This is an optimization exercise on Yosys and OpenROAD, whose aim is small area and a short achievable clock period, not a production implementation. No functional check of the RTL was part of any run shown here. Power figures rest on the tool's default switching activity, not on a simulated workload.

==> flow/design.v, too long to show whole: its modules and the start of the top module <==
// module pipeline_sum: 510 lines
module pipeline_sum (
    input clk,
    input [15:0] a, b,
    output [31:0] r
);
  // ...
==> flow/flow/run.sh <==
#!/bin/bash
set -euo pipefail
MARGIN=25.5
PLAT="$FLOW_HOME/platforms/sky130hd/config.mk"
BASE=$(sed -n '/^export DONT_USE_CELLS += /,/^#/p' "$PLAT" | grep -o 'sky130_fd_sc_hd__[a-z0-9_]*' | tr '\n' ' ')
EXTRA=""
for c in maj3_1 maj3_2 maj3_4 fa_1 fa_2 fa_4 fah_1 fahcin_1 fahcon_1 ha_1 ha_2 ha_4; do
  EXTRA="$EXTRA sky130_fd_sc_hd__$c"
done
bash standard.sh SETUP_SLACK_MARGIN=$MARGIN SETUP_MOVE_SEQUENCE=sizeup,swap SKIP_GATE_CLONING=1 \
  "BUFFER_PORTS_ARGS=-buffer_cell sky130_fd_sc_hd__buf_1" \
  "DONT_USE_CELLS=$BASE$EXTRA" finish > make_finish.log 2>&1
==> flow/standard.sh <==
#!/bin/bash
# synth_recipe.tcl (not shown) runs the flow's synth.tcl, then flattens the netlist and writes it again
# the make line also repeats each setting of config.mk as NAME=value (left out here)
make -C /OpenROAD-flow-scripts/flow DESIGN_CONFIG=/design/flow/config.mk WORK_HOME=/design/flow/orfs CLKGATE_MAP_FILE= SYNTH_SCRIPT=/design/flow/synth_recipe.tcl "${@:-finish}"
==> flow/config.mk <==
export PLATFORM = sky130hd
export DESIGN_NAME = pipeline_sum
export DESIGN_NICKNAME = pipeline_sum
export VERILOG_FILES = /design/flow/design.v
export SDC_FILE = /design/flow/constraint.sdc
export NUM_CORES = 4
export LEC_CHECK = 0
export ABC_AREA = 1
export CAP_MARGIN = 20
export CORE_MARGIN = 2
export CORE_UTILIZATION = 55
export SLEW_MARGIN = 20
==> flow/constraint.sdc <==
create_clock -name core_clock -period 36.0 [get_ports {clk}]
set_input_delay 7.2000 -clock core_clock [delete_from_list [all_inputs] [get_ports {clk}]]
set_output_delay 7.2000 -clock core_clock [all_outputs]
set_load 0.01 [all_outputs]
==> flow_summary_export.csv, run 1 <==
group,metric,value,unit
outcome,outcome,"timing/DRC/antenna clean",
clocking,numCtsBuffers,9,
pwr,comb_power,0.158,mW
finish,area_growth_syn_to_layout,11.2,%
routing,first_pass_iters,7,
routing,final_antenna_net_count,0,
setup_path,end_kind,"flop",
global_route,grt_overflow_total,0,
yosys,synth_area,11200,um2
yosys,synthMuxAreaShare,0.00180,
yosys,yosys_most_used_dff,"dfxtp_1",
yosys,syn_avg_cell_area,6.08,um2
finish,nClkBuffers,9,
finish,seq_area_frac,0.179,
yosys,synth-async-reset-ratio,0,
yosys,yosys.cell_count.top_type,"nand2_1",
timing,hold_ws,0.333,ns
finish,multi_input_gates,1404,
setup_path,critical_path_cell_count,84,
setup_path,critPathLaunch,"bb_c1[7]$_DFF_P_",
hold_path,hold_class,"flop to flop",
pwr,power_density,33.0,nW/um2
finish,fin_util,0.619,
clocking,cts.clk_slew.worst_paths,0.09,ns
global_route,grt_max_degree,25,
finish,drive_gt1_frac,0.163,
finish,final_cells,2122,
floorplan,die-width,146,um
pwr,switchingPower,0.167,mW
finish,multi_input_area,8190,um2
global_route,gr-usage-all-layers,0.274,
==> module pipeline_sum, before the edit <==
module pipeline_sum (
    input clk,
    input [15:0] a, b,
    output [31:0] r
);
  wire [0:0] s0_r15_t = a[15:15];
  wire s0_r15_hz = ~(|b[15:1]);
  wire [1:0] s0_r15_bo;
  assign s0_r15_bo[0] = 1'b0;
  assign s0_r15_bo[1] = (s0_r15_t[0] ^ b[0]) ? b[0] : s0_r15_bo[0];
  wire s0_r15_q = s0_r15_hz & ~s0_r15_bo[1];
  wire [0:0] s0_r15_d;
  assign s0_r15_d[0] = s0_r15_t[0] ^ (s0_r15_q & (b[0] ^ s0_r15_bo[0]));
  wire [15:0] s0_r15_ra = {s0_r15_d, a[14:0]};
  wire [1:0] s0_r14_t = s0_r15_ra[15:14];
  wire s0_r14_hz = ~(|b[15:2]);
  wire [2:0] s0_r14_bo;
  assign s0_r14_bo[0] = 1'b0;
  assign s0_r14_bo[1] = (s0_r14_t[0] ^ b[0]) ? b[0] : s0_r14_bo[0];
  assign s0_r14_bo[2] = (s0_r14_t[1] ^ b[1]) ? b[1] : s0_r14_bo[1];
  wire s0_r14_q = s0_r14_hz & ~s0_r14_bo[2];
  wire [1:0] s0_r14_d;
  assign s0_r14_d[0] = s0_r14_t[0] ^ (s0_r14_q & (b[0] ^ s0_r14_bo[0]));
  assign s0_r14_d[1] = s0_r14_t[1] ^ (s0_r14_q & (b[1] ^ s0_r14_bo[1]));
  wire [15:0] s0_r14_ra = {s0_r14_d, s0_r15_ra[13:0]};
  reg [15:0] ra_c1;
  reg [15:0] bb_c1;
  reg [1:0] ah_c1;
  reg q15_c1;
  reg q14_c1;
  always_ff @(posedge clk) begin
    ra_c1 <= s0_r14_ra;
    bb_c1 <= b;
    ah_c1 <= a[15:14];
    q15_c1 <= s0_r15_q;
    q14_c1 <= s0_r14_q;
  end
  wire [2:0] s1_r13_t = ra_c1[15:13];
  wire s1_r13_hz = ~(|bb_c1[15:3]);
  wire [3:0] s1_r13_bo;
  assign s1_r13_bo[0] = 1'b0;
  assign s1_r13_bo[1] = (s1_r13_t[0] ^ bb_c1[0]) ? bb_c1[0] : s1_r13_bo[0];
  assign s1_r13_bo[2] = (s1_r13_t[1] ^ bb_c1[1]) ? bb_c1[1] : s1_r13_bo[1];
  assign s1_r13_bo[3] = (s1_r13_t[2] ^ bb_c1[2]) ? bb_c1[2] : s1_r13_bo[2];
  wire s1_r13_q = s1_r13_hz & ~s1_r13_bo[3];
  wire [2:0] s1_r13_d;
  assign s1_r13_d[0] = s1_r13_t[0] ^ (s1_r13_q & (bb_c1[0] ^ s1_r13_bo[0]));
  assign s1_r13_d[1] = s1_r13_t[1] ^ (s1_r13_q & (bb_c1[1] ^ s1_r13_bo[1]));
  assign s1_r13_d[2] = s1_r13_t[2] ^ (s1_r13_q & (bb_c1[2] ^ s1_r13_bo[2]));
  wire [15:0] s1_r13_ra = {s1_r13_d, ra_c1[12:0]};
  wire [3:0] s1_r12_t = s1_r13_ra[15:12];
  wire s1_r12_hz = ~(|bb_c1[15:4]);
  wire [4:0] s1_r12_bo;
  assign s1_r12_bo[0] = 1'b0;
  assign s1_r12_bo[1] = (s1_r12_t[0] ^ bb_c1[0]) ? bb_c1[0] : s1_r12_bo[0];
  assign s1_r12_bo[2] = (s1_r12_t[1] ^ bb_c1[1]) ? bb_c1[1] : s1_r12_bo[1];
  assign s1_r12_bo[3] = (s1_r12_t[2] ^ bb_c1[2]) ? bb_c1[2] : s1_r12_bo[2];
  assign s1_r12_bo[4] = (s1_r12_t[3] ^ bb_c1[3]) ? bb_c1[3] : s1_r12_bo[3];
  wire s1_r12_q = s1_r12_hz & ~s1_r12_bo[4];
  wire [3:0] s1_r12_d;
  assign s1_r12_d[0] = s1_r12_t[0] ^ (s1_r12_q & (bb_c1[0] ^ s1_r12_bo[0]));
  assign s1_r12_d[1] = s1_r12_t[1] ^ (s1_r12_q & (bb_c1[1] ^ s1_r12_bo[1]));
  assign s1_r12_d[2] = s1_r12_t[2] ^ (s1_r12_q & (bb_c1[2] ^ s1_r12_bo[2]));
  assign s1_r12_d[3] = s1_r12_t[3] ^ (s1_r12_q & (bb_c1[3] ^ s1_r12_bo[3]));
  wire [15:0] s1_r12_ra = {s1_r12_d, s1_r13_ra[11:0]};
  wire [4:0] s1_r11_t = s1_r12_ra[15:11];
  wire s1_r11_hz = ~(|bb_c1[15:5]);
  wire [5:0] s1_r11_bo;
  assign s1_r11_bo[0] = 1'b0;
  assign s1_r11_bo[1] = (s1_r11_t[0] ^ bb_c1[0]) ? bb_c1[0] : s1_r11_bo[0];
  assign s1_r11_bo[2] = (s1_r11_t[1] ^ bb_c1[1]) ? bb_c1[1] : s1_r11_bo[1];
  assign s1_r11_bo[3] = (s1_r11_t[2] ^ bb_c1[2]) ? bb_c1[2] : s1_r11_bo[2];
  assign s1_r11_bo[4] = (s1_r11_t[3] ^ bb_c1[3]) ? bb_c1[3] : s1_r11_bo[3];
  assign s1_r11_bo[5] = (s1_r11_t[4] ^ bb_c1[4]) ? bb_c1[4] : s1_r11_bo[4];
  wire s1_r11_q = s1_r11_hz & ~s1_r11_bo[5];
  wire [4:0] s1_r11_d;
  assign s1_r11_d[0] = s1_r11_t[0] ^ (s1_r11_q & (bb_c1[0] ^ s1_r11_bo[0]));
  assign s1_r11_d[1] = s1_r11_t[1] ^ (s1_r11_q & (bb_c1[1] ^ s1_r11_bo[1]));
  assign s1_r11_d[2] = s1_r11_t[2] ^ (s1_r11_q & (bb_c1[2] ^ s1_r11_bo[2]));
  assign s1_r11_d[3] = s1_r11_t[3] ^ (s1_r11_q & (bb_c1[3] ^ s1_r11_bo[3]));
  assign s1_r11_d[4] = s1_r11_t[4] ^ (s1_r11_q & (bb_c1[4] ^ s1_r11_bo[4]));
  wire [15:0] s1_r11_ra = {s1_r11_d, s1_r12_ra[10:0]};
  wire [5:0] s1_r10_t = s1_r11_ra[15:10];
  wire s1_r10_hz = ~(|bb_c1[15:6]);
  wire [6:0] s1_r10_bo;
  assign s1_r10_bo[0] = 1'b0;
  assign s1_r10_bo[1] = (s1_r10_t[0] ^ bb_c1[0]) ? bb_c1[0] : s1_r10_bo[0];
  assign s1_r10_bo[2] = (s1_r10_t[1] ^ bb_c1[1]) ? bb_c1[1] : s1_r10_bo[1];
  assign s1_r10_bo[3] = (s1_r10_t[2] ^ bb_c1[2]) ? bb_c1[2] : s1_r10_bo[2];
  assign s1_r10_bo[4] = (s1_r10_t[3] ^ bb_c1[3]) ? bb_c1[3] : s1_r10_bo[3];
  assign s1_r10_bo[5] = (s1_r10_t[4] ^ bb_c1[4]) ? bb_c1[4] : s1_r10_bo[4];
  assign s1_r10_bo[6] = (s1_r10_t[5] ^ bb_c1[5]) ? bb_c1[5] : s1_r10_bo[5];
  wire s1_r10_q = s1_r10_hz & ~s1_r10_bo[6];
  wire [5:0] s1_r10_d;
  assign s1_r10_d[0] = s1_r10_t[0] ^ (s1_r10_q & (bb_c1[0] ^ s1_r10_bo[0]));
  assign s1_r10_d[1] = s1_r10_t[1] ^ (s1_r10_q & (bb_c1[1] ^ s1_r10_bo[1]));
  assign s1_r10_d[2] = s1_r10_t[2] ^ (s1_r10_q & (bb_c1[2] ^ s1_r10_bo[2]));
  assign s1_r10_d[3] = s1_r10_t[3] ^ (s1_r10_q & (bb_c1[3] ^ s1_r10_bo[3]));
  assign s1_r10_d[4] = s1_r10_t[4] ^ (s1_r10_q & (bb_c1[4] ^ s1_r10_bo[4]));
  assign s1_r10_d[5] = s1_r10_t[5] ^ (s1_r10_q & (bb_c1[5] ^ s1_r10_bo[5]));
  wire [15:0] s1_r10_ra = {s1_r10_d, s1_r11_ra[9:0]};
  wire [6:0] s1_r9_t = s1_r10_ra[15:9];
  wire s1_r9_hz = ~(|bb_c1[15:7]);
  wire [7:0] s1_r9_bo;
  assign s1_r9_bo[0] = 1'b0;
  assign s1_r9_bo[1] = (s1_r9_t[0] ^ bb_c1[0]) ? bb_c1[0] : s1_r9_bo[0];
  assign s1_r9_bo[2] = (s1_r9_t[1] ^ bb_c1[1]) ? bb_c1[1] : s1_r9_bo[1];
  assign s1_r9_bo[3] = (s1_r9_t[2] ^ bb_c1[2]) ? bb_c1[2] : s1_r9_bo[2];
  assign s1_r9_bo[4] = (s1_r9_t[3] ^ bb_c1[3]) ? bb_c1[3] : s1_r9_bo[3];
  assign s1_r9_bo[5] = (s1_r9_t[4] ^ bb_c1[4]) ? bb_c1[4] : s1_r9_bo[4];
  assign s1_r9_bo[6] = (s1_r9_t[5] ^ bb_c1[5]) ? bb_c1[5] : s1_r9_bo[5];
  assign s1_r9_bo[7] = (s1_r9_t[6] ^ bb_c1[6]) ? bb_c1[6] : s1_r9_bo[6];
  wire s1_r9_q = s1_r9_hz & ~s1_r9_bo[7];
  wire [6:0] s1_r9_d;
  assign s1_r9_d[0] = s1_r9_t[0] ^ (s1_r9_q & (bb_c1[0] ^ s1_r9_bo[0]));
  assign s1_r9_d[1] = s1_r9_t[1] ^ (s1_r9_q & (bb_c1[1] ^ s1_r9_bo[1]));
  assign s1_r9_d[2] = s1_r9_t[2] ^ (s1_r9_q & (bb_c1[2] ^ s1_r9_bo[2]));
  assign s1_r9_d[3] = s1_r9_t[3] ^ (s1_r9_q & (bb_c1[3] ^ s1_r9_bo[3]));
  assign s1_r9_d[4] = s1_r9_t[4] ^ (s1_r9_q & (bb_c1[4] ^ s1_r9_bo[4]));
  assign s1_r9_d[5] = s1_r9_t[5] ^ (s1_r9_q & (bb_c1[5] ^ s1_r9_bo[5]));
  assign s1_r9_d[6] = s1_r9_t[6] ^ (s1_r9_q & (bb_c1[6] ^ s1_r9_bo[6]));
  wire [15:0] s1_r9_ra = {s1_r9_d, s1_r10_ra[8:0]};
  wire [7:0] s1_r8_t = s1_r9_ra[15:8];
  wire s1_r8_hz = ~(|bb_c1[15:8]);
  wire [8:0] s1_r8_bo;
  assign s1_r8_bo[0] = 1'b0;
  assign s1_r8_bo[1] = (s1_r8_t[0] ^ bb_c1[0]) ? bb_c1[0] : s1_r8_bo[0];
  assign s1_r8_bo[2] = (s1_r8_t[1] ^ bb_c1[1]) ? bb_c1[1] : s1_r8_bo[1];
  assign s1_r8_bo[3] = (s1_r8_t[2] ^ bb_c1[2]) ? bb_c1[2] : s1_r8_bo[2];
  assign s1_r8_bo[4] = (s1_r8_t[3] ^ bb_c1[3]) ? bb_c1[3] : s1_r8_bo[3];
  assign s1_r8_bo[5] = (s1_r8_t[4] ^ bb_c1[4]) ? bb_c1[4] : s1_r8_bo[4];
  assign s1_r8_bo[6] = (s1_r8_t[5] ^ bb_c1[5]) ? bb_c1[5] : s1_r8_bo[5];
  assign s1_r8_bo[7] = (s1_r8_t[6] ^ bb_c1[6]) ? bb_c1[6] : s1_r8_bo[6];
  assign s1_r8_bo[8] = (s1_r8_t[7] ^ bb_c1[7]) ? bb_c1[7] : s1_r8_bo[7];
  wire s1_r8_q = s1_r8_hz & ~s1_r8_bo[8];
  wire [7:0] s1_r8_d;
  assign s1_r8_d[0] = s1_r8_t[0] ^ (s1_r8_q & (bb_c1[0] ^ s1_r8_bo[0]));
  assign s1_r8_d[1] = s1_r8_t[1] ^ (s1_r8_q & (bb_c1[1] ^ s1_r8_bo[1]));
  assign s1_r8_d[2] = s1_r8_t[2] ^ (s1_r8_q & (bb_c1[2] ^ s1_r8_bo[2]));
  assign s1_r8_d[3] = s1_r8_t[3] ^ (s1_r8_q & (bb_c1[3] ^ s1_r8_bo[3]));
  assign s1_r8_d[4] = s1_r8_t[4] ^ (s1_r8_q & (bb_c1[4] ^ s1_r8_bo[4]));
  assign s1_r8_d[5] = s1_r8_t[5] ^ (s1_r8_q & (bb_c1[5] ^ s1_r8_bo[5]));
  assign s1_r8_d[6] = s1_r8_t[6] ^ (s1_r8_q & (bb_c1[6] ^ s1_r8_bo[6]));
  assign s1_r8_d[7] = s1_r8_t[7] ^ (s1_r8_q & (bb_c1[7] ^ s1_r8_bo[7]));
  wire [15:0] s1_r8_ra = {s1_r8_d, s1_r9_ra[7:0]};
  wire [8:0] s1_r7_t = s1_r8_ra[15:7];
  wire s1_r7_hz = ~(|bb_c1[15:9]);
  wire [9:0] s1_r7_bo;
  assign s1_r7_bo[0] = 1'b0;
  assign s1_r7_bo[1] = (s1_r7_t[0] ^ bb_c1[0]) ? bb_c1[0] : s1_r7_bo[0];
  assign s1_r7_bo[2] = (s1_r7_t[1] ^ bb_c1[1]) ? bb_c1[1] : s1_r7_bo[1];
  assign s1_r7_bo[3] = (s1_r7_t[2] ^ bb_c1[2]) ? bb_c1[2] : s1_r7_bo[2];
  assign s1_r7_bo[4] = (s1_r7_t[3] ^ bb_c1[3]) ? bb_c1[3] : s1_r7_bo[3];
  assign s1_r7_bo[5] = (s1_r7_t[4] ^ bb_c1[4]) ? bb_c1[4] : s1_r7_bo[4];
  assign s1_r7_bo[6] = (s1_r7_t[5] ^ bb_c1[5]) ? bb_c1[5] : s1_r7_bo[5];
  assign s1_r7_bo[7] = (s1_r7_t[6] ^ bb_c1[6]) ? bb_c1[6] : s1_r7_bo[6];
  assign s1_r7_bo[8] = (s1_r7_t[7] ^ bb_c1[7]) ? bb_c1[7] : s1_r7_bo[7];
  assign s1_r7_bo[9] = (s1_r7_t[8] ^ bb_c1[8]) ? bb_c1[8] : s1_r7_bo[8];
  wire s1_r7_q = s1_r7_hz & ~s1_r7_bo[9];
  wire [8:0] s1_r7_d;
  assign s1_r7_d[0] = s1_r7_t[0] ^ (s1_r7_q & (bb_c1[0] ^ s1_r7_bo[0]));
  assign s1_r7_d[1] = s1_r7_t[1] ^ (s1_r7_q & (bb_c1[1] ^ s1_r7_bo[1]));
  assign s1_r7_d[2] = s1_r7_t[2] ^ (s1_r7_q & (bb_c1[2] ^ s1_r7_bo[2]));
  assign s1_r7_d[3] = s1_r7_t[3] ^ (s1_r7_q & (bb_c1[3] ^ s1_r7_bo[3]));
  assign s1_r7_d[4] = s1_r7_t[4] ^ (s1_r7_q & (bb_c1[4] ^ s1_r7_bo[4]));
  assign s1_r7_d[5] = s1_r7_t[5] ^ (s1_r7_q & (bb_c1[5] ^ s1_r7_bo[5]));
  assign s1_r7_d[6] = s1_r7_t[6] ^ (s1_r7_q & (bb_c1[6] ^ s1_r7_bo[6]));
  assign s1_r7_d[7] = s1_r7_t[7] ^ (s1_r7_q & (bb_c1[7] ^ s1_r7_bo[7]));
  assign s1_r7_d[8] = s1_r7_t[8] ^ (s1_r7_q & (bb_c1[8] ^ s1_r7_bo[8]));
  wire [15:0] s1_r7_ra = {s1_r7_d, s1_r8_ra[6:0]};
  wire [9:0] s1_r6_t = s1_r7_ra[15:6];
  wire s1_r6_hz = ~(|bb_c1[15:10]);
  wire [10:0] s1_r6_bo;
  assign s1_r6_bo[0] = 1'b0;
  assign s1_r6_bo[1] = (s1_r6_t[0] ^ bb_c1[0]) ? bb_c1[0] : s1_r6_bo[0];
  assign s1_r6_bo[2] = (s1_r6_t[1] ^ bb_c1[1]) ? bb_c1[1] : s1_r6_bo[1];
  assign s1_r6_bo[3] = (s1_r6_t[2] ^ bb_c1[2]) ? bb_c1[2] : s1_r6_bo[2];
  assign s1_r6_bo[4] = (s1_r6_t[3] ^ bb_c1[3]) ? bb_c1[3] : s1_r6_bo[3];
  assign s1_r6_bo[5] = (s1_r6_t[4] ^ bb_c1[4]) ? bb_c1[4] : s1_r6_bo[4];
  assign s1_r6_bo[6] = (s1_r6_t[5] ^ bb_c1[5]) ? bb_c1[5] : s1_r6_bo[5];
  assign s1_r6_bo[7] = (s1_r6_t[6] ^ bb_c1[6]) ? bb_c1[6] : s1_r6_bo[6];
  assign s1_r6_bo[8] = (s1_r6_t[7] ^ bb_c1[7]) ? bb_c1[7] : s1_r6_bo[7];
  assign s1_r6_bo[9] = (s1_r6_t[8] ^ bb_c1[8]) ? bb_c1[8] : s1_r6_bo[8];
  assign s1_r6_bo[10] = (s1_r6_t[9] ^ bb_c1[9]) ? bb_c1[9] : s1_r6_bo[9];
  wire s1_r6_q = s1_r6_hz & ~s1_r6_bo[10];
  wire [9:0] s1_r6_d;
  assign s1_r6_d[0] = s1_r6_t[0] ^ (s1_r6_q & (bb_c1[0] ^ s1_r6_bo[0]));
  assign s1_r6_d[1] = s1_r6_t[1] ^ (s1_r6_q & (bb_c1[1] ^ s1_r6_bo[1]));
  assign s1_r6_d[2] = s1_r6_t[2] ^ (s1_r6_q & (bb_c1[2] ^ s1_r6_bo[2]));
  assign s1_r6_d[3] = s1_r6_t[3] ^ (s1_r6_q & (bb_c1[3] ^ s1_r6_bo[3]));
  assign s1_r6_d[4] = s1_r6_t[4] ^ (s1_r6_q & (bb_c1[4] ^ s1_r6_bo[4]));
  assign s1_r6_d[5] = s1_r6_t[5] ^ (s1_r6_q & (bb_c1[5] ^ s1_r6_bo[5]));
  assign s1_r6_d[6] = s1_r6_t[6] ^ (s1_r6_q & (bb_c1[6] ^ s1_r6_bo[6]));
  assign s1_r6_d[7] = s1_r6_t[7] ^ (s1_r6_q & (bb_c1[7] ^ s1_r6_bo[7]));
  assign s1_r6_d[8] = s1_r6_t[8] ^ (s1_r6_q & (bb_c1[8] ^ s1_r6_bo[8]));
  assign s1_r6_d[9] = s1_r6_t[9] ^ (s1_r6_q & (bb_c1[9] ^ s1_r6_bo[9]));
  wire [15:0] s1_r6_ra = {s1_r6_d, s1_r7_ra[5:0]};
  wire [10:0] s1_r5_t = s1_r6_ra[15:5];
  wire s1_r5_hz = ~(|bb_c1[15:11]);
  wire [11:0] s1_r5_bo;
  assign s1_r5_bo[0] = 1'b0;
  assign s1_r5_bo[1] = (s1_r5_t[0] ^ bb_c1[0]) ? bb_c1[0] : s1_r5_bo[0];
  assign s1_r5_bo[2] = (s1_r5_t[1] ^ bb_c1[1]) ? bb_c1[1] : s1_r5_bo[1];
  assign s1_r5_bo[3] = (s1_r5_t[2] ^ bb_c1[2]) ? bb_c1[2] : s1_r5_bo[2];
  assign s1_r5_bo[4] = (s1_r5_t[3] ^ bb_c1[3]) ? bb_c1[3] : s1_r5_bo[3];
  assign s1_r5_bo[5] = (s1_r5_t[4] ^ bb_c1[4]) ? bb_c1[4] : s1_r5_bo[4];
  assign s1_r5_bo[6] = (s1_r5_t[5] ^ bb_c1[5]) ? bb_c1[5] : s1_r5_bo[5];
  assign s1_r5_bo[7] = (s1_r5_t[6] ^ bb_c1[6]) ? bb_c1[6] : s1_r5_bo[6];
  assign s1_r5_bo[8] = (s1_r5_t[7] ^ bb_c1[7]) ? bb_c1[7] : s1_r5_bo[7];
  assign s1_r5_bo[9] = (s1_r5_t[8] ^ bb_c1[8]) ? bb_c1[8] : s1_r5_bo[8];
  assign s1_r5_bo[10] = (s1_r5_t[9] ^ bb_c1[9]) ? bb_c1[9] : s1_r5_bo[9];
  assign s1_r5_bo[11] = (s1_r5_t[10] ^ bb_c1[10]) ? bb_c1[10] : s1_r5_bo[10];
  wire s1_r5_q = s1_r5_hz & ~s1_r5_bo[11];
  wire [10:0] s1_r5_d;
  assign s1_r5_d[0] = s1_r5_t[0] ^ (s1_r5_q & (bb_c1[0] ^ s1_r5_bo[0]));
  assign s1_r5_d[1] = s1_r5_t[1] ^ (s1_r5_q & (bb_c1[1] ^ s1_r5_bo[1]));
  assign s1_r5_d[2] = s1_r5_t[2] ^ (s1_r5_q & (bb_c1[2] ^ s1_r5_bo[2]));
  assign s1_r5_d[3] = s1_r5_t[3] ^ (s1_r5_q & (bb_c1[3] ^ s1_r5_bo[3]));
  assign s1_r5_d[4] = s1_r5_t[4] ^ (s1_r5_q & (bb_c1[4] ^ s1_r5_bo[4]));
  assign s1_r5_d[5] = s1_r5_t[5] ^ (s1_r5_q & (bb_c1[5] ^ s1_r5_bo[5]));
  assign s1_r5_d[6] = s1_r5_t[6] ^ (s1_r5_q & (bb_c1[6] ^ s1_r5_bo[6]));
  assign s1_r5_d[7] = s1_r5_t[7] ^ (s1_r5_q & (bb_c1[7] ^ s1_r5_bo[7]));
  assign s1_r5_d[8] = s1_r5_t[8] ^ (s1_r5_q & (bb_c1[8] ^ s1_r5_bo[8]));
  assign s1_r5_d[9] = s1_r5_t[9] ^ (s1_r5_q & (bb_c1[9] ^ s1_r5_bo[9]));
  assign s1_r5_d[10] = s1_r5_t[10] ^ (s1_r5_q & (bb_c1[10] ^ s1_r5_bo[10]));
  wire [15:0] s1_r5_ra = {s1_r5_d, s1_r6_ra[4:0]};
  reg [15:0] ra_c2;
  reg [15:0] bb_c2;
  reg [10:0] ah_c2;
  reg q15_c2;
  reg q14_c2;
  reg q13_c2;
  reg q12_c2;
  reg q11_c2;
  reg q10_c2;
  reg q9_c2;
  reg q8_c2;
  reg q7_c2;
  reg q6_c2;
  reg q5_c2;
  always_ff @(posedge clk) begin
    ra_c2 <= s1_r5_ra;
    bb_c2 <= bb_c1;
    ah_c2 <= {ah_c1, ra_c1[13:5]};
    q15_c2 <= q15_c1;
    q14_c2 <= q14_c1;
    q13_c2 <= s1_r13_q;
    q12_c2 <= s1_r12_q;
    q11_c2 <= s1_r11_q;
    q10_c2 <= s1_r10_q;
    q9_c2 <= s1_r9_q;
    q8_c2 <= s1_r8_q;
    q7_c2 <= s1_r7_q;
    q6_c2 <= s1_r6_q;
    q5_c2 <= s1_r5_q;
  end
  wire [15:0] xa = {ah_c2, ra_c2[4:0]};
  wire [15:0] sh = (bb_c2[15:4] == 12'd0) ? (xa << bb_c2[3:0]) : 16'd0;
  wire [17:0] xs = {2'b0, xa | bb_c2} + {2'b0, xa ^ bb_c2} + {2'b0, sh};
  wire [17:0] ym2 = xs + {1'b0, 1'b0, q15_c2, q14_c2, q13_c2, q12_c2, q11_c2, q10_c2, q9_c2, q8_c2, q7_c2, q6_c2, q5_c2, 1'b0, 1'b0, 1'b0, 1'b0, 1'b0};
  wire [11:0] s2_r4_t = ra_c2[15:4];
  wire s2_r4_hz = ~(|bb_c2[15:12]);
  wire [12:0] s2_r4_bo;
  assign s2_r4_bo[0] = 1'b0;
  assign s2_r4_bo[1] = (s2_r4_t[0] ^ bb_c2[0]) ? bb_c2[0] : s2_r4_bo[0];
  assign s2_r4_bo[2] = (s2_r4_t[1] ^ bb_c2[1]) ? bb_c2[1] : s2_r4_bo[1];
  assign s2_r4_bo[3] = (s2_r4_t[2] ^ bb_c2[2]) ? bb_c2[2] : s2_r4_bo[2];
  assign s2_r4_bo[4] = (s2_r4_t[3] ^ bb_c2[3]) ? bb_c2[3] : s2_r4_bo[3];
  assign s2_r4_bo[5] = (s2_r4_t[4] ^ bb_c2[4]) ? bb_c2[4] : s2_r4_bo[4];
  assign s2_r4_bo[6] = (s2_r4_t[5] ^ bb_c2[5]) ? bb_c2[5] : s2_r4_bo[5];
  assign s2_r4_bo[7] = (s2_r4_t[6] ^ bb_c2[6]) ? bb_c2[6] : s2_r4_bo[6];
  assign s2_r4_bo[8] = (s2_r4_t[7] ^ bb_c2[7]) ? bb_c2[7] : s2_r4_bo[7];
  assign s2_r4_bo[9] = (s2_r4_t[8] ^ bb_c2[8]) ? bb_c2[8] : s2_r4_bo[8];
  assign s2_r4_bo[10] = (s2_r4_t[9] ^ bb_c2[9]) ? bb_c2[9] : s2_r4_bo[9];
  assign s2_r4_bo[11] = (s2_r4_t[10] ^ bb_c2[10]) ? bb_c2[10] : s2_r4_bo[10];
  assign s2_r4_bo[12] = (s2_r4_t[11] ^ bb_c2[11]) ? bb_c2[11] : s2_r4_bo[11];
  wire [12:6] s2_r4_s_gu;
  assign s2_r4_s_gu[6] = 1'b0;
  assign s2_r4_s_gu[7] = (s2_r4_t[6] ^ bb_c2[6]) ? bb_c2[6] : s2_r4_s_gu[6];
  assign s2_r4_s_gu[8] = (s2_r4_t[7] ^ bb_c2[7]) ? bb_c2[7] : s2_r4_s_gu[7];
  assign s2_r4_s_gu[9] = (s2_r4_t[8] ^ bb_c2[8]) ? bb_c2[8] : s2_r4_s_gu[8];
  assign s2_r4_s_gu[10] = (s2_r4_t[9] ^ bb_c2[9]) ? bb_c2[9] : s2_r4_s_gu[9];
  assign s2_r4_s_gu[11] = (s2_r4_t[10] ^ bb_c2[10]) ? bb_c2[10] : s2_r4_s_gu[10];
  assign s2_r4_s_gu[12] = (s2_r4_t[11] ^ bb_c2[11]) ? bb_c2[11] : s2_r4_s_gu[11];
  wire s2_r4_s_pu = ~(|(s2_r4_t[11:6] ^ {bb_c2[11], bb_c2[10], bb_c2[9], bb_c2[8], bb_c2[7], bb_c2[6]}));
  wire s2_r4_bf = s2_r4_s_gu[12] | (s2_r4_s_pu & s2_r4_bo[6]);
  wire s2_r4_q = s2_r4_hz & ~s2_r4_bf;
  wire [11:0] s2_r4_d;
  assign s2_r4_d[0] = s2_r4_t[0] ^ (s2_r4_q & (bb_c2[0] ^ s2_r4_bo[0]));
  assign s2_r4_d[1] = s2_r4_t[1] ^ (s2_r4_q & (bb_c2[1] ^ s2_r4_bo[1]));
  assign s2_r4_d[2] = s2_r4_t[2] ^ (s2_r4_q & (bb_c2[2] ^ s2_r4_bo[2]));
  assign s2_r4_d[3] = s2_r4_t[3] ^ (s2_r4_q & (bb_c2[3] ^ s2_r4_bo[3]));
  assign s2_r4_d[4] = s2_r4_t[4] ^ (s2_r4_q & (bb_c2[4] ^ s2_r4_bo[4]));
  assign s2_r4_d[5] = s2_r4_t[5] ^ (s2_r4_q & (bb_c2[5] ^ s2_r4_bo[5]));
  assign s2_r4_d[6] = s2_r4_t[6] ^ (s2_r4_q & (bb_c2[6] ^ s2_r4_bo[6]));
  assign s2_r4_d[7] = s2_r4_t[7] ^ (s2_r4_q & (bb_c2[7] ^ s2_r4_bo[7]));
  assign s2_r4_d[8] = s2_r4_t[8] ^ (s2_r4_q & (bb_c2[8] ^ s2_r4_bo[8]));
  assign s2_r4_d[9] = s2_r4_t[9] ^ (s2_r4_q & (bb_c2[9] ^ s2_r4_bo[9]));
  assign s2_r4_d[10] = s2_r4_t[10] ^ (s2_r4_q & (bb_c2[10] ^ s2_r4_bo[10]));
  assign s2_r4_d[11] = s2_r4_t[11] ^ (s2_r4_q & (bb_c2[11] ^ s2_r4_bo[11]));
  wire [15:0] s2_r4_ra = {s2_r4_d, ra_c2[3:0]};
  wire [12:0] s2_r3_t = s2_r4_ra[15:3];
  wire s2_r3_hz = ~(|bb_c2[15:13]);
  wire [13:0] s2_r3_bo;
  assign s2_r3_bo[0] = 1'b0;
  assign s2_r3_bo[1] = (s2_r3_t[0] ^ bb_c2[0]) ? bb_c2[0] : s2_r3_bo[0];
  assign s2_r3_bo[2] = (s2_r3_t[1] ^ bb_c2[1]) ? bb_c2[1] : s2_r3_bo[1];
  assign s2_r3_bo[3] = (s2_r3_t[2] ^ bb_c2[2]) ? bb_c2[2] : s2_r3_bo[2];
  assign s2_r3_bo[4] = (s2_r3_t[3] ^ bb_c2[3]) ? bb_c2[3] : s2_r3_bo[3];
  assign s2_r3_bo[5] = (s2_r3_t[4] ^ bb_c2[4]) ? bb_c2[4] : s2_r3_bo[4];
  assign s2_r3_bo[6] = (s2_r3_t[5] ^ bb_c2[5]) ? bb_c2[5] : s2_r3_bo[5];
  assign s2_r3_bo[7] = (s2_r3_t[6] ^ bb_c2[6]) ? bb_c2[6] : s2_r3_bo[6];
  assign s2_r3_bo[8] = (s2_r3_t[7] ^ bb_c2[7]) ? bb_c2[7] : s2_r3_bo[7];
  assign s2_r3_bo[9] = (s2_r3_t[8] ^ bb_c2[8]) ? bb_c2[8] : s2_r3_bo[8];
  assign s2_r3_bo[10] = (s2_r3_t[9] ^ bb_c2[9]) ? bb_c2[9] : s2_r3_bo[9];
  assign s2_r3_bo[11] = (s2_r3_t[10] ^ bb_c2[10]) ? bb_c2[10] : s2_r3_bo[10];
  assign s2_r3_bo[12] = (s2_r3_t[11] ^ bb_c2[11]) ? bb_c2[11] : s2_r3_bo[11];
  assign s2_r3_bo[13] = (s2_r3_t[12] ^ bb_c2[12]) ? bb_c2[12] : s2_r3_bo[12];
  wire [13:6] s2_r3_s_gu;
  assign s2_r3_s_gu[6] = 1'b0;
  assign s2_r3_s_gu[7] = (s2_r3_t[6] ^ bb_c2[6]) ? bb_c2[6] : s2_r3_s_gu[6];
  assign s2_r3_s_gu[8] = (s2_r3_t[7] ^ bb_c2[7]) ? bb_c2[7] : s2_r3_s_gu[7];
  assign s2_r3_s_gu[9] = (s2_r3_t[8] ^ bb_c2[8]) ? bb_c2[8] : s2_r3_s_gu[8];
  assign s2_r3_s_gu[10] = (s2_r3_t[9] ^ bb_c2[9]) ? bb_c2[9] : s2_r3_s_gu[9];
  assign s2_r3_s_gu[11] = (s2_r3_t[10] ^ bb_c2[10]) ? bb_c2[10] : s2_r3_s_gu[10];
  assign s2_r3_s_gu[12] = (s2_r3_t[11] ^ bb_c2[11]) ? bb_c2[11] : s2_r3_s_gu[11];
  assign s2_r3_s_gu[13] = (s2_r3_t[12] ^ bb_c2[12]) ? bb_c2[12] : s2_r3_s_gu[12];
  wire s2_r3_s_pu = ~(|(s2_r3_t[12:6] ^ {bb_c2[12], bb_c2[11], bb_c2[10], bb_c2[9], bb_c2[8], bb_c2[7], bb_c2[6]}));
  wire s2_r3_bf = s2_r3_s_gu[13] | (s2_r3_s_pu & s2_r3_bo[6]);
  wire s2_r3_q = s2_r3_hz & ~s2_r3_bf;
  wire [12:0] s2_r3_d;
  assign s2_r3_d[0] = s2_r3_t[0] ^ (s2_r3_q & (bb_c2[0] ^ s2_r3_bo[0]));
  assign s2_r3_d[1] = s2_r3_t[1] ^ (s2_r3_q & (bb_c2[1] ^ s2_r3_bo[1]));
  assign s2_r3_d[2] = s2_r3_t[2] ^ (s2_r3_q & (bb_c2[2] ^ s2_r3_bo[2]));
  assign s2_r3_d[3] = s2_r3_t[3] ^ (s2_r3_q & (bb_c2[3] ^ s2_r3_bo[3]));
  assign s2_r3_d[4] = s2_r3_t[4] ^ (s2_r3_q & (bb_c2[4] ^ s2_r3_bo[4]));
  assign s2_r3_d[5] = s2_r3_t[5] ^ (s2_r3_q & (bb_c2[5] ^ s2_r3_bo[5]));
  assign s2_r3_d[6] = s2_r3_t[6] ^ (s2_r3_q & (bb_c2[6] ^ s2_r3_bo[6]));
  assign s2_r3_d[7] = s2_r3_t[7] ^ (s2_r3_q & (bb_c2[7] ^ s2_r3_bo[7]));
  assign s2_r3_d[8] = s2_r3_t[8] ^ (s2_r3_q & (bb_c2[8] ^ s2_r3_bo[8]));
  assign s2_r3_d[9] = s2_r3_t[9] ^ (s2_r3_q & (bb_c2[9] ^ s2_r3_bo[9]));
  assign s2_r3_d[10] = s2_r3_t[10] ^ (s2_r3_q & (bb_c2[10] ^ s2_r3_bo[10]));
  assign s2_r3_d[11] = s2_r3_t[11] ^ (s2_r3_q & (bb_c2[11] ^ s2_r3_bo[11]));
  assign s2_r3_d[12] = s2_r3_t[12] ^ (s2_r3_q & (bb_c2[12] ^ s2_r3_bo[12]));
  wire [15:0] s2_r3_ra = {s2_r3_d, s2_r4_ra[2:0]};
  wire [13:0] s2_r2_t = s2_r3_ra[15:2];
  wire s2_r2_hz = ~(|bb_c2[15:14]);
  wire [14:0] s2_r2_bo;
  assign s2_r2_bo[0] = 1'b0;
  assign s2_r2_bo[1] = (s2_r2_t[0] ^ bb_c2[0]) ? bb_c2[0] : s2_r2_bo[0];
  assign s2_r2_bo[2] = (s2_r2_t[1] ^ bb_c2[1]) ? bb_c2[1] : s2_r2_bo[1];
  assign s2_r2_bo[3] = (s2_r2_t[2] ^ bb_c2[2]) ? bb_c2[2] : s2_r2_bo[2];
  assign s2_r2_bo[4] = (s2_r2_t[3] ^ bb_c2[3]) ? bb_c2[3] : s2_r2_bo[3];
  assign s2_r2_bo[5] = (s2_r2_t[4] ^ bb_c2[4]) ? bb_c2[4] : s2_r2_bo[4];
  assign s2_r2_bo[6] = (s2_r2_t[5] ^ bb_c2[5]) ? bb_c2[5] : s2_r2_bo[5];
  assign s2_r2_bo[7] = (s2_r2_t[6] ^ bb_c2[6]) ? bb_c2[6] : s2_r2_bo[6];
  assign s2_r2_bo[8] = (s2_r2_t[7] ^ bb_c2[7]) ? bb_c2[7] : s2_r2_bo[7];
  assign s2_r2_bo[9] = (s2_r2_t[8] ^ bb_c2[8]) ? bb_c2[8] : s2_r2_bo[8];
  assign s2_r2_bo[10] = (s2_r2_t[9] ^ bb_c2[9]) ? bb_c2[9] : s2_r2_bo[9];
  assign s2_r2_bo[11] = (s2_r2_t[10] ^ bb_c2[10]) ? bb_c2[10] : s2_r2_bo[10];
  assign s2_r2_bo[12] = (s2_r2_t[11] ^ bb_c2[11]) ? bb_c2[11] : s2_r2_bo[11];
  assign s2_r2_bo[13] = (s2_r2_t[12] ^ bb_c2[12]) ? bb_c2[12] : s2_r2_bo[12];
  assign s2_r2_bo[14] = (s2_r2_t[13] ^ bb_c2[13]) ? bb_c2[13] : s2_r2_bo[13];
  wire [14:7] s2_r2_s_gu;
  assign s2_r2_s_gu[7] = 1'b0;
  assign s2_r2_s_gu[8] = (s2_r2_t[7] ^ bb_c2[7]) ? bb_c2[7] : s2_r2_s_gu[7];
  assign s2_r2_s_gu[9] = (s2_r2_t[8] ^ bb_c2[8]) ? bb_c2[8] : s2_r2_s_gu[8];
  assign s2_r2_s_gu[10] = (s2_r2_t[9] ^ bb_c2[9]) ? bb_c2[9] : s2_r2_s_gu[9];
  assign s2_r2_s_gu[11] = (s2_r2_t[10] ^ bb_c2[10]) ? bb_c2[10] : s2_r2_s_gu[10];
  assign s2_r2_s_gu[12] = (s2_r2_t[11] ^ bb_c2[11]) ? bb_c2[11] : s2_r2_s_gu[11];
  assign s2_r2_s_gu[13] = (s2_r2_t[12] ^ bb_c2[12]) ? bb_c2[12] : s2_r2_s_gu[12];
  assign s2_r2_s_gu[14] = (s2_r2_t[13] ^ bb_c2[13]) ? bb_c2[13] : s2_r2_s_gu[13];
  wire s2_r2_s_pu = ~(|(s2_r2_t[13:7] ^ {bb_c2[13], bb_c2[12], bb_c2[11], bb_c2[10], bb_c2[9], bb_c2[8], bb_c2[7]}));
  wire s2_r2_bf = s2_r2_s_gu[14] | (s2_r2_s_pu & s2_r2_bo[7]);
  wire s2_r2_q = s2_r2_hz & ~s2_r2_bf;
  wire [13:0] s2_r2_d;
  assign s2_r2_d[0] = s2_r2_t[0] ^ (s2_r2_q & (bb_c2[0] ^ s2_r2_bo[0]));
  assign s2_r2_d[1] = s2_r2_t[1] ^ (s2_r2_q & (bb_c2[1] ^ s2_r2_bo[1]));
  assign s2_r2_d[2] = s2_r2_t[2] ^ (s2_r2_q & (bb_c2[2] ^ s2_r2_bo[2]));
  assign s2_r2_d[3] = s2_r2_t[3] ^ (s2_r2_q & (bb_c2[3] ^ s2_r2_bo[3]));
  assign s2_r2_d[4] = s2_r2_t[4] ^ (s2_r2_q & (bb_c2[4] ^ s2_r2_bo[4]));
  assign s2_r2_d[5] = s2_r2_t[5] ^ (s2_r2_q & (bb_c2[5] ^ s2_r2_bo[5]));
  assign s2_r2_d[6] = s2_r2_t[6] ^ (s2_r2_q & (bb_c2[6] ^ s2_r2_bo[6]));
  assign s2_r2_d[7] = s2_r2_t[7] ^ (s2_r2_q & (bb_c2[7] ^ s2_r2_bo[7]));
  assign s2_r2_d[8] = s2_r2_t[8] ^ (s2_r2_q & (bb_c2[8] ^ s2_r2_bo[8]));
  assign s2_r2_d[9] = s2_r2_t[9] ^ (s2_r2_q & (bb_c2[9] ^ s2_r2_bo[9]));
  assign s2_r2_d[10] = s2_r2_t[10] ^ (s2_r2_q & (bb_c2[10] ^ s2_r2_bo[10]));
  assign s2_r2_d[11] = s2_r2_t[11] ^ (s2_r2_q & (bb_c2[11] ^ s2_r2_bo[11]));
  assign s2_r2_d[12] = s2_r2_t[12] ^ (s2_r2_q & (bb_c2[12] ^ s2_r2_bo[12]));
  assign s2_r2_d[13] = s2_r2_t[13] ^ (s2_r2_q & (bb_c2[13] ^ s2_r2_bo[13]));
  wire [15:0] s2_r2_ra = {s2_r2_d, s2_r3_ra[1:0]};
  wire [15:0] s2_x4_t = s2_r2_ra;
  wire [17:0] s2_x4_b1 = {2'b0, bb_c2};
  wire [17:0] s2_x4_b2 = {1'b0, bb_c2, 1'b0};
  wire [17:0] s2_x4_b3 = s2_x4_b1 + s2_x4_b2;
  wire [16:0] s2_x4_c1;
  assign s2_x4_c1[0] = 1'b0;
  assign s2_x4_c1[1] = (s2_x4_t[0] ^ s2_x4_b1[0]) ? s2_x4_b1[0] : s2_x4_c1[0];
  assign s2_x4_c1[2] = (s2_x4_t[1] ^ s2_x4_b1[1]) ? s2_x4_b1[1] : s2_x4_c1[1];
  assign s2_x4_c1[3] = (s2_x4_t[2] ^ s2_x4_b1[2]) ? s2_x4_b1[2] : s2_x4_c1[2];
  assign s2_x4_c1[4] = (s2_x4_t[3] ^ s2_x4_b1[3]) ? s2_x4_b1[3] : s2_x4_c1[3];
  assign s2_x4_c1[5] = (s2_x4_t[4] ^ s2_x4_b1[4]) ? s2_x4_b1[4] : s2_x4_c1[4];
  assign s2_x4_c1[6] = (s2_x4_t[5] ^ s2_x4_b1[5]) ? s2_x4_b1[5] : s2_x4_c1[5];
  assign s2_x4_c1[7] = (s2_x4_t[6] ^ s2_x4_b1[6]) ? s2_x4_b1[6] : s2_x4_c1[6];
  assign s2_x4_c1[8] = (s2_x4_t[7] ^ s2_x4_b1[7]) ? s2_x4_b1[7] : s2_x4_c1[7];
  assign s2_x4_c1[9] = (s2_x4_t[8] ^ s2_x4_b1[8]) ? s2_x4_b1[8] : s2_x4_c1[8];
  assign s2_x4_c1[10] = (s2_x4_t[9] ^ s2_x4_b1[9]) ? s2_x4_b1[9] : s2_x4_c1[9];
  assign s2_x4_c1[11] = (s2_x4_t[10] ^ s2_x4_b1[10]) ? s2_x4_b1[10] : s2_x4_c1[10];
  assign s2_x4_c1[12] = (s2_x4_t[11] ^ s2_x4_b1[11]) ? s2_x4_b1[11] : s2_x4_c1[11];
  assign s2_x4_c1[13] = (s2_x4_t[12] ^ s2_x4_b1[12]) ? s2_x4_b1[12] : s2_x4_c1[12];
  assign s2_x4_c1[14] = (s2_x4_t[13] ^ s2_x4_b1[13]) ? s2_x4_b1[13] : s2_x4_c1[13];
  assign s2_x4_c1[15] = (s2_x4_t[14] ^ s2_x4_b1[14]) ? s2_x4_b1[14] : s2_x4_c1[14];
  assign s2_x4_c1[16] = (s2_x4_t[15] ^ s2_x4_b1[15]) ? s2_x4_b1[15] : s2_x4_c1[15];
  wire [16:8] s2_x4_k1_gu;
  assign s2_x4_k1_gu[8] = 1'b0;
  assign s2_x4_k1_gu[9] = (s2_x4_t[8] ^ s2_x4_b1[8]) ? s2_x4_b1[8] : s2_x4_k1_gu[8];
  assign s2_x4_k1_gu[10] = (s2_x4_t[9] ^ s2_x4_b1[9]) ? s2_x4_b1[9] : s2_x4_k1_gu[9];
  assign s2_x4_k1_gu[11] = (s2_x4_t[10] ^ s2_x4_b1[10]) ? s2_x4_b1[10] : s2_x4_k1_gu[10];
  assign s2_x4_k1_gu[12] = (s2_x4_t[11] ^ s2_x4_b1[11]) ? s2_x4_b1[11] : s2_x4_k1_gu[11];
  assign s2_x4_k1_gu[13] = (s2_x4_t[12] ^ s2_x4_b1[12]) ? s2_x4_b1[12] : s2_x4_k1_gu[12];
  assign s2_x4_k1_gu[14] = (s2_x4_t[13] ^ s2_x4_b1[13]) ? s2_x4_b1[13] : s2_x4_k1_gu[13];
  assign s2_x4_k1_gu[15] = (s2_x4_t[14] ^ s2_x4_b1[14]) ? s2_x4_b1[14] : s2_x4_k1_gu[14];
  assign s2_x4_k1_gu[16] = (s2_x4_t[15] ^ s2_x4_b1[15]) ? s2_x4_b1[15] : s2_x4_k1_gu[15];
  wire s2_x4_k1_pu = ~(|(s2_x4_t[15:8] ^ {s2_x4_b1[15], s2_x4_b1[14], s2_x4_b1[13], s2_x4_b1[12], s2_x4_b1[11], s2_x4_b1[10], s2_x4_b1[9], s2_x4_b1[8]}));
  wire s2_x4_ge1 = ~(|s2_x4_b1[17:16]) & ~(s2_x4_k1_gu[16] | (s2_x4_k1_pu & s2_x4_c1[8]));
  wire [16:0] s2_x4_c2;
  assign s2_x4_c2[0] = 1'b0;
  assign s2_x4_c2[1] = (s2_x4_t[0] ^ s2_x4_b2[0]) ? s2_x4_b2[0] : s2_x4_c2[0];
  assign s2_x4_c2[2] = (s2_x4_t[1] ^ s2_x4_b2[1]) ? s2_x4_b2[1] : s2_x4_c2[1];
  assign s2_x4_c2[3] = (s2_x4_t[2] ^ s2_x4_b2[2]) ? s2_x4_b2[2] : s2_x4_c2[2];
  assign s2_x4_c2[4] = (s2_x4_t[3] ^ s2_x4_b2[3]) ? s2_x4_b2[3] : s2_x4_c2[3];
  assign s2_x4_c2[5] = (s2_x4_t[4] ^ s2_x4_b2[4]) ? s2_x4_b2[4] : s2_x4_c2[4];
  assign s2_x4_c2[6] = (s2_x4_t[5] ^ s2_x4_b2[5]) ? s2_x4_b2[5] : s2_x4_c2[5];
  assign s2_x4_c2[7] = (s2_x4_t[6] ^ s2_x4_b2[6]) ? s2_x4_b2[6] : s2_x4_c2[6];
  assign s2_x4_c2[8] = (s2_x4_t[7] ^ s2_x4_b2[7]) ? s2_x4_b2[7] : s2_x4_c2[7];
  assign s2_x4_c2[9] = (s2_x4_t[8] ^ s2_x4_b2[8]) ? s2_x4_b2[8] : s2_x4_c2[8];
  assign s2_x4_c2[10] = (s2_x4_t[9] ^ s2_x4_b2[9]) ? s2_x4_b2[9] : s2_x4_c2[9];
  assign s2_x4_c2[11] = (s2_x4_t[10] ^ s2_x4_b2[10]) ? s2_x4_b2[10] : s2_x4_c2[10];
  assign s2_x4_c2[12] = (s2_x4_t[11] ^ s2_x4_b2[11]) ? s2_x4_b2[11] : s2_x4_c2[11];
  assign s2_x4_c2[13] = (s2_x4_t[12] ^ s2_x4_b2[12]) ? s2_x4_b2[12] : s2_x4_c2[12];
  assign s2_x4_c2[14] = (s2_x4_t[13] ^ s2_x4_b2[13]) ? s2_x4_b2[13] : s2_x4_c2[13];
  assign s2_x4_c2[15] = (s2_x4_t[14] ^ s2_x4_b2[14]) ? s2_x4_b2[14] : s2_x4_c2[14];
  assign s2_x4_c2[16] = (s2_x4_t[15] ^ s2_x4_b2[15]) ? s2_x4_b2[15] : s2_x4_c2[15];
  wire [16:8] s2_x4_k2_gu;
  assign s2_x4_k2_gu[8] = 1'b0;
  assign s2_x4_k2_gu[9] = (s2_x4_t[8] ^ s2_x4_b2[8]) ? s2_x4_b2[8] : s2_x4_k2_gu[8];
  assign s2_x4_k2_gu[10] = (s2_x4_t[9] ^ s2_x4_b2[9]) ? s2_x4_b2[9] : s2_x4_k2_gu[9];
  assign s2_x4_k2_gu[11] = (s2_x4_t[10] ^ s2_x4_b2[10]) ? s2_x4_b2[10] : s2_x4_k2_gu[10];
  assign s2_x4_k2_gu[12] = (s2_x4_t[11] ^ s2_x4_b2[11]) ? s2_x4_b2[11] : s2_x4_k2_gu[11];
  assign s2_x4_k2_gu[13] = (s2_x4_t[12] ^ s2_x4_b2[12]) ? s2_x4_b2[12] : s2_x4_k2_gu[12];
  assign s2_x4_k2_gu[14] = (s2_x4_t[13] ^ s2_x4_b2[13]) ? s2_x4_b2[13] : s2_x4_k2_gu[13];
  assign s2_x4_k2_gu[15] = (s2_x4_t[14] ^ s2_x4_b2[14]) ? s2_x4_b2[14] : s2_x4_k2_gu[14];
  assign s2_x4_k2_gu[16] = (s2_x4_t[15] ^ s2_x4_b2[15]) ? s2_x4_b2[15] : s2_x4_k2_gu[15];
  wire s2_x4_k2_pu = ~(|(s2_x4_t[15:8] ^ {s2_x4_b2[15], s2_x4_b2[14], s2_x4_b2[13], s2_x4_b2[12], s2_x4_b2[11], s2_x4_b2[10], s2_x4_b2[9], s2_x4_b2[8]}));
  wire s2_x4_ge2 = ~(|s2_x4_b2[17:16]) & ~(s2_x4_k2_gu[16] | (s2_x4_k2_pu & s2_x4_c2[8]));
  wire [16:0] s2_x4_c3;
  assign s2_x4_c3[0] = 1'b0;
  assign s2_x4_c3[1] = (s2_x4_t[0] ^ s2_x4_b3[0]) ? s2_x4_b3[0] : s2_x4_c3[0];
  assign s2_x4_c3[2] = (s2_x4_t[1] ^ s2_x4_b3[1]) ? s2_x4_b3[1] : s2_x4_c3[1];
  assign s2_x4_c3[3] = (s2_x4_t[2] ^ s2_x4_b3[2]) ? s2_x4_b3[2] : s2_x4_c3[2];
  assign s2_x4_c3[4] = (s2_x4_t[3] ^ s2_x4_b3[3]) ? s2_x4_b3[3] : s2_x4_c3[3];
  assign s2_x4_c3[5] = (s2_x4_t[4] ^ s2_x4_b3[4]) ? s2_x4_b3[4] : s2_x4_c3[4];
  assign s2_x4_c3[6] = (s2_x4_t[5] ^ s2_x4_b3[5]) ? s2_x4_b3[5] : s2_x4_c3[5];
  assign s2_x4_c3[7] = (s2_x4_t[6] ^ s2_x4_b3[6]) ? s2_x4_b3[6] : s2_x4_c3[6];
  assign s2_x4_c3[8] = (s2_x4_t[7] ^ s2_x4_b3[7]) ? s2_x4_b3[7] : s2_x4_c3[7];
  assign s2_x4_c3[9] = (s2_x4_t[8] ^ s2_x4_b3[8]) ? s2_x4_b3[8] : s2_x4_c3[8];
  assign s2_x4_c3[10] = (s2_x4_t[9] ^ s2_x4_b3[9]) ? s2_x4_b3[9] : s2_x4_c3[9];
  assign s2_x4_c3[11] = (s2_x4_t[10] ^ s2_x4_b3[10]) ? s2_x4_b3[10] : s2_x4_c3[10];
  assign s2_x4_c3[12] = (s2_x4_t[11] ^ s2_x4_b3[11]) ? s2_x4_b3[11] : s2_x4_c3[11];
  assign s2_x4_c3[13] = (s2_x4_t[12] ^ s2_x4_b3[12]) ? s2_x4_b3[12] : s2_x4_c3[12];
  assign s2_x4_c3[14] = (s2_x4_t[13] ^ s2_x4_b3[13]) ? s2_x4_b3[13] : s2_x4_c3[13];
  assign s2_x4_c3[15] = (s2_x4_t[14] ^ s2_x4_b3[14]) ? s2_x4_b3[14] : s2_x4_c3[14];
  assign s2_x4_c3[16] = (s2_x4_t[15] ^ s2_x4_b3[15]) ? s2_x4_b3[15] : s2_x4_c3[15];
  wire [16:8] s2_x4_k3_gu;
  assign s2_x4_k3_gu[8] = 1'b0;
  assign s2_x4_k3_gu[9] = (s2_x4_t[8] ^ s2_x4_b3[8]) ? s2_x4_b3[8] : s2_x4_k3_gu[8];
  assign s2_x4_k3_gu[10] = (s2_x4_t[9] ^ s2_x4_b3[9]) ? s2_x4_b3[9] : s2_x4_k3_gu[9];
  assign s2_x4_k3_gu[11] = (s2_x4_t[10] ^ s2_x4_b3[10]) ? s2_x4_b3[10] : s2_x4_k3_gu[10];
  assign s2_x4_k3_gu[12] = (s2_x4_t[11] ^ s2_x4_b3[11]) ? s2_x4_b3[11] : s2_x4_k3_gu[11];
  assign s2_x4_k3_gu[13] = (s2_x4_t[12] ^ s2_x4_b3[12]) ? s2_x4_b3[12] : s2_x4_k3_gu[12];
  assign s2_x4_k3_gu[14] = (s2_x4_t[13] ^ s2_x4_b3[13]) ? s2_x4_b3[13] : s2_x4_k3_gu[13];
  assign s2_x4_k3_gu[15] = (s2_x4_t[14] ^ s2_x4_b3[14]) ? s2_x4_b3[14] : s2_x4_k3_gu[14];
  assign s2_x4_k3_gu[16] = (s2_x4_t[15] ^ s2_x4_b3[15]) ? s2_x4_b3[15] : s2_x4_k3_gu[15];
  wire s2_x4_k3_pu = ~(|(s2_x4_t[15:8] ^ {s2_x4_b3[15], s2_x4_b3[14], s2_x4_b3[13], s2_x4_b3[12], s2_x4_b3[11], s2_x4_b3[10], s2_x4_b3[9], s2_x4_b3[8]}));
  wire s2_x4_ge3 = ~(|s2_x4_b3[17:16]) & ~(s2_x4_k3_gu[16] | (s2_x4_k3_pu & s2_x4_c3[8]));
  wire s2_x4_q1 = s2_x4_ge2;
  wire s2_x4_q0 = s2_x4_q1 ? s2_x4_ge3 : s2_x4_ge1;
  wire [8:0] ml = {1'b0, ym2[7:0]} + {1'b0, 1'b0, 1'b0, 1'b0, s2_r4_q, s2_r3_q, s2_r2_q, 1'b0, 1'b0};
  wire lc1 = ml[0] & s2_x4_q0;
  wire lc2 = (ml[1] & s2_x4_q1) | ((ml[1] | s2_x4_q1) & lc1);
  wire [8:0] lo7;
  assign lo7[0] = ml[0] ^ s2_x4_q0;
  assign lo7[1] = ml[1] ^ s2_x4_q1 ^ lc1;
  assign lo7[2] = ml[2] ^ (lc2 & (1'b1));
  assign lo7[3] = ml[3] ^ (lc2 & (&ml[2:2]));
  assign lo7[4] = ml[4] ^ (lc2 & (&ml[3:2]));
  assign lo7[5] = ml[5] ^ (lc2 & (&ml[4:2]));
  assign lo7[6] = ml[6] ^ (lc2 & (&ml[5:2]));
  assign lo7[7] = ml[7] ^ (lc2 & (&ml[6:2]));
  assign lo7[8] = ml[8] ^ (lc2 & (&ml[7:2]));
  wire [9:0] h0 = ym2[17:8];
  reg [8:0] lo_c3;
  reg [9:0] hi_c3;
  always_ff @(posedge clk) begin
    lo_c3 <= lo7;
    hi_c3 <= h0;
  end
  wire [9:0] hs = hi_c3 + {9'd0, lo_c3[8]};
  assign r = {14'd0, hs, lo_c3[7:0]};
endmodule
==> inputs of run 2 (changes only) <==
--- a/flow/design.v
+++ b/flow/design.v
@@ -485,10 +485,10 @@
   wire s2_x4_ge3 = ~(|s2_x4_b3[17:16]) & ~(s2_x4_k3_gu[16] | (s2_x4_k3_pu & s2_x4_c3[8]));
   wire s2_x4_q1 = s2_x4_ge2;
   wire s2_x4_q0 = s2_x4_q1 ? s2_x4_ge3 : s2_x4_ge1;
-  wire [8:0] ml = {1'b0, ym2[7:0]} + {1'b0, 1'b0, 1'b0, 1'b0, s2_r4_q, s2_r3_q, s2_r2_q, 1'b0, 1'b0};
+  wire [6:0] ml = {1'b0, ym2[5:0]} + {1'b0, 1'b0, s2_r4_q, s2_r3_q, s2_r2_q, 1'b0, 1'b0};
   wire lc1 = ml[0] & s2_x4_q0;
   wire lc2 = (ml[1] & s2_x4_q1) | ((ml[1] | s2_x4_q1) & lc1);
-  wire [8:0] lo7;
+  wire [6:0] lo7;
   assign lo7[0] = ml[0] ^ s2_x4_q0;
   assign lo7[1] = ml[1] ^ s2_x4_q1 ^ lc1;
   assign lo7[2] = ml[2] ^ (lc2 & (1'b1));
@@ -496,15 +496,13 @@
   assign lo7[4] = ml[4] ^ (lc2 & (&ml[3:2]));
   assign lo7[5] = ml[5] ^ (lc2 & (&ml[4:2]));
   assign lo7[6] = ml[6] ^ (lc2 & (&ml[5:2]));
-  assign lo7[7] = ml[7] ^ (lc2 & (&ml[6:2]));
-  assign lo7[8] = ml[8] ^ (lc2 & (&ml[7:2]));
-  wire [9:0] h0 = ym2[17:8];
-  reg [8:0] lo_c3;
-  reg [9:0] hi_c3;
+  wire [11:0] h0 = ym2[17:6];
+  reg [6:0] lo_c3;
+  reg [11:0] hi_c3;
   always_ff @(posedge clk) begin
     lo_c3 <= lo7;
     hi_c3 <= h0;
   end
-  wire [9:0] hs = hi_c3 + {9'd0, lo_c3[8]};
-  assign r = {14'd0, hs, lo_c3[7:0]};
+  wire [11:0] hs = hi_c3 + {11'd0, lo_c3[6]};
+  assign r = {14'd0, hs, lo_c3[5:0]};
 endmodule
==> run 2 against run 1 <==
Against the previous run:
- still clean on timing, DRC and antenna
- non-clock buffer count fell by 4
- clock power fell by 8%
- setup slack improved by 0.073 ns
- final cell count fell by 2.3%
- utilization fell by 1.0 points
- via count fell by 1.9%
- clock skew fell by 0.0017 ns
- largest cell class unchanged
==> flow_summary_export.csv, run 2 <==
group,metric,value,unit
routing,wl_per_cell,13.8,um
global_route,gr-usage-all-layers,0.264,
hold_path,hold_class,"flop to flop",
setup_path,end_kind,"primary output",
finish,area_growth_syn_to_layout,8.21,%
yosys,synth_area,11000,um2
timing,final_hold_viol_count,0,
global_route,grt_max_degree,28,
routing,final_antenna_net_count,0,
floorplan,fp.dieArea,21200,um2
finish,final_cell_mix,"nand2_1 (474), inv_1 (207), nor2_1 (187)",
routing,via_per_inst,5.18,
floorplan,die_y,146,um
finish,finalNetCount,1838,
setup_path,crit_path_start_kind,"flop",
clocking,clk_latency,0.36,ns
finish,fillCellCount,1920,
global_route,first_global_vias,9355,
timing,slew_headroom,0.460,
timing,clock.fmax,103,MHz
timing,period_share,0.270,
clocking,numCtsBuffers,9,
setup_path,critPathLaunch,"lo_c3[6]$_DFF_P_",
timing,fin_skew,0.0104,ns
hold_path,min_from,"ah_c1[1]$_DFF_P_",
yosys,synthDominantCellAreaShare,0.198,
yosys,syn_inst,1792,
setup_path,required,28.80,ns
pwr,leakage,5.89,nW
floorplan,core.rowCount,51,
finish,drive_gt1_frac,0.145,
global_route,grt_overflow_total,0,
timing,finalMaxSlewViolations,0,
routing,first_pass_iters,5,
floorplan,ioPinCount,65,
pwr,power_density,33.0,nW/um2
finish,final_common_cell,"nand2_1",
clocking,cts.sinks,109,
routing,totalWireLength,28700,um
pwr,vdd_ir_drop_max,0.0218,mV
setup_path,reg2reg_from,"bb_c1[3]$_DFF_P_",
routing,dr_total_vias,10700,
clocking,cts_tree,"done",
clocking,cts_max_level,3,
yosys,synth-async-reset-ratio,0,
timing,period_needed,9.71,ns
yosys,yosys_most_used_dff,"dfxtp_1",
flow_run,maxCapViolCount,0,
yosys,yosysSeqAreaShare,0.198,
yosys,synth.yosys.warnings,1,
clocking,cts-root-buf,"clkbuf_16",
timing,worst_pin_slew,0.808,ns
yosys,ys_types,66,
clocking,cts.clk_slew.worst_paths,0.08,ns
yosys,synth_top_area_cell,"dfxtp_1",
timing,rsz0062_at_grt,"no",
setup_path,worst_ep_arrival_time,2.51,ns
routing,first_iter_violations,812,
clocking,holdBufCountCts,0,
yosys,synthTopCellsByArea,"dfxtp_1 (20%), nand2_1 (17%), xor2_1 (8.7%)",
clocking,cts_buffer_depth,2,
yosys,ys_ff_latch,109,
placed_design,dpl.hpwl,22900,um
floorplan,start_util,0.562,
placed_design,gp_congestion,0.911,
setup_path,crit_type,"flop to primary output",
yosys,syn_avg_cell_area,6.15,um2
global_route,grt_pass1_wl,45900,um
yosys,synth_edf_count,0,
setup_path,crit_fanout,4,
floorplan,die-width,146,um
finish,antenna_cells,0,
timing,hold_ws,0.326,ns
yosys,yosys.cell_count.top_type,"nand2_1",
routing,drcViolationCount,0,
timing,setup_tns,0,ns
floorplan,core_area,19600,um2
timing,setup_viol,0,
placed_design,portBuffers,50,
pwr,finalPower,0.394,mW
outcome,outcome,"timing/DRC/antenna clean",
yosys,synth_common_cells,"nand2_1 (492), inv_1 (209), nor2_1 (190)",
global_route,antenna_found_initial,0,
## run 2: worst paths after layout
path                       end  slack, ns  depth (start not counted)
max                      r[17]      26.29                         15
min          ah_c2[10]$_DFF_P_       0.33                          0
max reg2reg  ra_c2[15]$_DFF_P_      26.41                         91
min reg2reg  ah_c2[10]$_DFF_P_       0.33                          0
## run 2: per-stage QoR
stage                     worst slack, ns  cell area [um2]  utilization  cells
after global placement              25.78            11200        0.573   2059
after detailed placement            25.66            11200        0.573   2059
after CTS                           25.61            11500        0.587   2074
after floorplan                     26.93            11100            -   1805
final                               26.29            11900        0.609   2074
after global routing                25.36            11900        0.609   2074
## run 2: what timing repair did
item,CTS,global route
hold endpoints to repair,0,0
setup endpoints to repair,0,19
setup buffers,0,0
gates resized for setup,0,108
## run 2: cell type report
cell class / instances / area [um2] / share of cell area
multi-input combinational: 1379 / 7870 / 0.660
sequential: 109 / 2220 / 0.186
inverter: 254 / 1020 / 0.0853
tap: 265 / 332 / 0.0278
clock buffer: 9 / 225 / 0.0189
timing repair buffer: 52 / 215 / 0.0180
clock inverter: 6 / 48.8 / 0.00409
## run 2: logic make-up (layout without fill, tap and decap cells)
group,count (synthesis),after routing,share of synthesized area
simple gates,990,990,0.414
buf+inv,317,321,0.122
compound gates,208,208,0.116
xor+xnor,166,166,0.149
flops,109,109,0.198
other cells,1,14,0.000340
mux,1,1,0.000908
## run 2: critical path: stages, from the launching register on
cell and delay (ns):
dfxtp_1 0.33, nand2_1 0.07, nor2_1 0.20, nand2_1 0.08, inv_1 0.07, nand2_1 0.08, inv_1 0.10, nand2_1 0.05
nor2_1 0.16, inv_1 0.06, nor2_1 0.14, and2_1 0.22, and3_1 0.22, nand2_1 0.08, xnor2_1 0.13, buf_1 0.16
## run 2: routing by layer
layer  GRT usage  up-vias  routed length, um
met3      0.0241       42               1270
met4      0.0784        0                672
met5           0        -                  0
met2       0.439      261              13200
met1       0.364     4790              13600
li1            -     5640                  -
## run 2: where the power goes
part	leakage, nW	total [mW]	internal (mW)	switching [mW]
combinational	4.85	0.149	0.0556	0.0932
sequential	0.917	0.148	0.133	0.0147
clock	0.129	0.0968	0.0473	0.0495

[afterwards: timing with drivers on the ports]
The flow's constraints put no driver on any port. The routed layouts listed below were extracted and timed again, unchanged, in two steps. Step 1 sets driving cells, clkbuf_16 on the clock port and buf_2 on the other inputs (assumed; they add their load-dependent delay and slew). Step 2, shift: input delay + t, output delay - t, t = (earliest + latest rising clock arrival at the registers) / 2. This alone moves slack from input paths to output paths. Three values: ideal, step 1, step 2; two values: the first two.
| run | shift t [ns] | slack for setup (ns) | cell pins on the clock port's net |
|---|---|---|---|
| run 1 | 0.404 | 26.220 / 26.220 / 26.220 | 1 |
| run 2 | 0.404 | 26.293 / 26.248 / 26.406 | 1 |
After both steps setup and hold are still met in every run listed.
